Context: an optimization exercise on an open-source flow, tuned for small area, a short achievable clock period and few clock cycles. The choices shown serve that exercise and are no tape-out recipe.
In this exercise RTL edits were held to simulation tests only and were not proved equivalent to the original.
Power is estimated from default activity; no workload was simulated.

Setup of P:
Design Milestone1, start of the top module:
module Milestone1(
	 input logic Clock,
	 input logic resetn,
	 input logic start,
	 input logic  [15:0] SRAM_read_data,
	 output logic [15:0] SRAM_write_data,
	 output logic done,
	 output logic SRAM_we_n,
	 output logic [17:0] SRAM_address
);
For scale: ~55 I/O pins, ~0.023 mm2 of cells after synthesis.
clock: 11.0 ns
lec_check: 0
cap_margin: 20
core_margin: 2
core_utilization: 70
cts_cluster_diameter: 100
cts_cluster_size: 32
setup_slack_margin: 5
slew_margin: 20
standard.sh (not shown) runs the stock make flow with config.mk's settings and CLKGATE_MAP_FILE= SYNTH_SCRIPT=/design/flow/synth_recipe.tcl, a recipe that flattens the netlist after the stock synthesis.
==> flow/flow/run.sh <==
#!/bin/bash
# The standard layout (standard.sh) with four changes:
#  - timing repair aims MARGIN ns below the clock period (SETUP_SLACK_MARGIN);
#  - the port buffers are buf_2 cells (the default picks a delay buffer);
#  - clock tree synthesis with the flow's own arguments plus -dont_use_dummy_load;
#  - after the standard synthesis, flow/polarity.py removes inverters around
#    full adders (a full adder with all inputs and outputs inverted is the
#    same full adder); registers are untouched.
set -euo pipefail
MARGIN=${MARGIN:-7.8}
sed -e "s/SETUP_SLACK_MARGIN=[0-9.]*/SETUP_SLACK_MARGIN=$MARGIN/" \
    -e "s/CLKGATE_MAP_FILE= /CLKGATE_MAP_FILE= 'BUFFER_PORTS_ARGS=-buffer_cell sky130_fd_sc_hd__buf_2' 'CTS_ARGS=-sink_clustering_enable -repair_clock_nets -sink_clustering_size 32 -sink_clustering_max_diameter 100 -dont_use_dummy_load' /" \
    standard.sh > standard_margin.sh
grep -q "BUFFER_PORTS_ARGS" standard_margin.sh
grep -q "SETUP_SLACK_MARGIN=$MARGIN" standard_margin.sh
bash standard_margin.sh synth > synth.log 2>&1
RES=orfs/results/${FLOW_PLATFORM}/Milestone1/base
cp $RES/1_2_yosys.v 1_2_yosys.orig.v
python3 flow/polarity.py 1_2_yosys.orig.v $RES/1_2_yosys.v > polarity.log 2>&1
rm -f $RES/1_synth.odb $RES/1_synth.sdc
bash standard_margin.sh > layout.log 2>&1
Other scripts of this flow, unchanged in this note and not shown: flow/flow/polarity.py
P closes out successfully: all stages finished, all timing, DRC and antenna checks passed.
Testbench counts of P, summed over its fixed seeds: cycles 1,152,162.
Changes in Q relative to P:
-- flow/flow/run.sh --
<<< P, line 2
# The standard layout (standard.sh) with four changes:
>>> Q, line 2
# The standard layout (standard.sh) with three changes:
<<< P, line 5
#  - clock tree synthesis with the flow's own arguments plus -dont_use_dummy_load;
>>> Q, line 5
<<< P, line 12
    -e "s/CLKGATE_MAP_FILE= /CLKGATE_MAP_FILE= 'BUFFER_PORTS_ARGS=-buffer_cell sky130_fd_sc_hd__buf_2' 'CTS_ARGS=-sink_clustering_enable -repair_clock_nets -sink_clustering_size 32 -sink_clustering_max_diameter 100 -dont_use_dummy_load' /" \
>>> Q, line 11
    -e "s/CLKGATE_MAP_FILE= /CLKGATE_MAP_FILE= 'BUFFER_PORTS_ARGS=-buffer_cell sky130_fd_sc_hd__buf_2' 'CTS_ARGS=-sink_clustering_enable -repair_clock_nets -sink_clustering_size 28 -sink_clustering_max_diameter 90 -distance_between_buffers 500 -branching_point_buffers_distance 500' /" \
-- flow/config.mk --
<<< P, line 11
export CTS_CLUSTER_DIAMETER = 100
export CTS_CLUSTER_SIZE = 32
>>> Q, line 11
export CTS_CLUSTER_DIAMETER = 90
export CTS_CLUSTER_SIZE = 28
Findings:
[diff] cell internal power dissipation, Q relative to P: regression. Compared with P, Q shows sequential share of cell area lower by 0.25 points. Diff Q..P | area taken by multi-input logic gates | negligible.
Modified inputs, R compared to Q
-- flow/flow/run.sh --
<<< Q, line 11
    -e "s/CLKGATE_MAP_FILE= /CLKGATE_MAP_FILE= 'BUFFER_PORTS_ARGS=-buffer_cell sky130_fd_sc_hd__buf_2' 'CTS_ARGS=-sink_clustering_enable -repair_clock_nets -sink_clustering_size 28 -sink_clustering_max_diameter 90 -distance_between_buffers 500 -branching_point_buffers_distance 500' /" \
>>> R, line 11
    -e "s/CLKGATE_MAP_FILE= /CLKGATE_MAP_FILE= 'BUFFER_PORTS_ARGS=-buffer_cell sky130_fd_sc_hd__buf_2' 'CTS_ARGS=-sink_clustering_enable -repair_clock_nets -sink_clustering_size 32 -sink_clustering_max_diameter 100 -dont_use_dummy_load' /" \
-- flow/config.mk --
<<< Q, line 11
export CTS_CLUSTER_DIAMETER = 90
export CTS_CLUSTER_SIZE = 28
>>> R, line 11
export CTS_CLUSTER_DIAMETER = 100
export CTS_CLUSTER_SIZE = 32
Notes after the runs:
- R ran to completion and came out clean on the timing, DRC and antenna checks.
- Remaining max-slew budget at the tightest pin delta for R relative to Q: 0.50 points lower
- Summary of R over Q: number of instances resized during post-cts repair increased by 5 relative to the old numbers, clock network fraction of total power decreased by 3.1 points relative to the old numbers, insertion delay of the later-clocked pin in the worst-skew pair decreased by 30 ps relative to the old numbers, height of the chip closely matched the old numbers.
- Compared with Q, R shows a lower overall routed net length.
- From R to Q, number of search-and-repair iterations in the first detailed-routing pass did not move at all.
- In the metrics for Q and R, the one carrying the higher pin slew with the least headroom to its limit is R.

-- afterwards: timing with drivers on the ports --
How much do the figures lean on ideal ports? The routed layouts below were timed once more, with nothing changed but the port constraints.
Step 1 (the two cells are an assumption about what drives the block):
set clk [get_ports {Clock}]
set_driving_cell -lib_cell sky130_fd_sc_hd__clkbuf_16 $clk
set_driving_cell -lib_cell sky130_fd_sc_hd__buf_2 [delete_from_list [all_inputs] $clk]
Step 2 also shifts input and output timing later by t, the mid clock arrival at the registers, as if the neighbouring blocks saw the same clock.
Three values: ideal ports, drivers, drivers and shift; two values: the first two.
run	shift t [ns]	setup WS [ns]	cell pins on the clock port's net
P	0.557	7.728 / 7.676 / 7.810	1
Q	0.587	7.691 / 7.638 / 7.841	1
R	0.557	7.728 / 7.676 / 7.810	1
After both steps setup and hold are still met in every run listed.
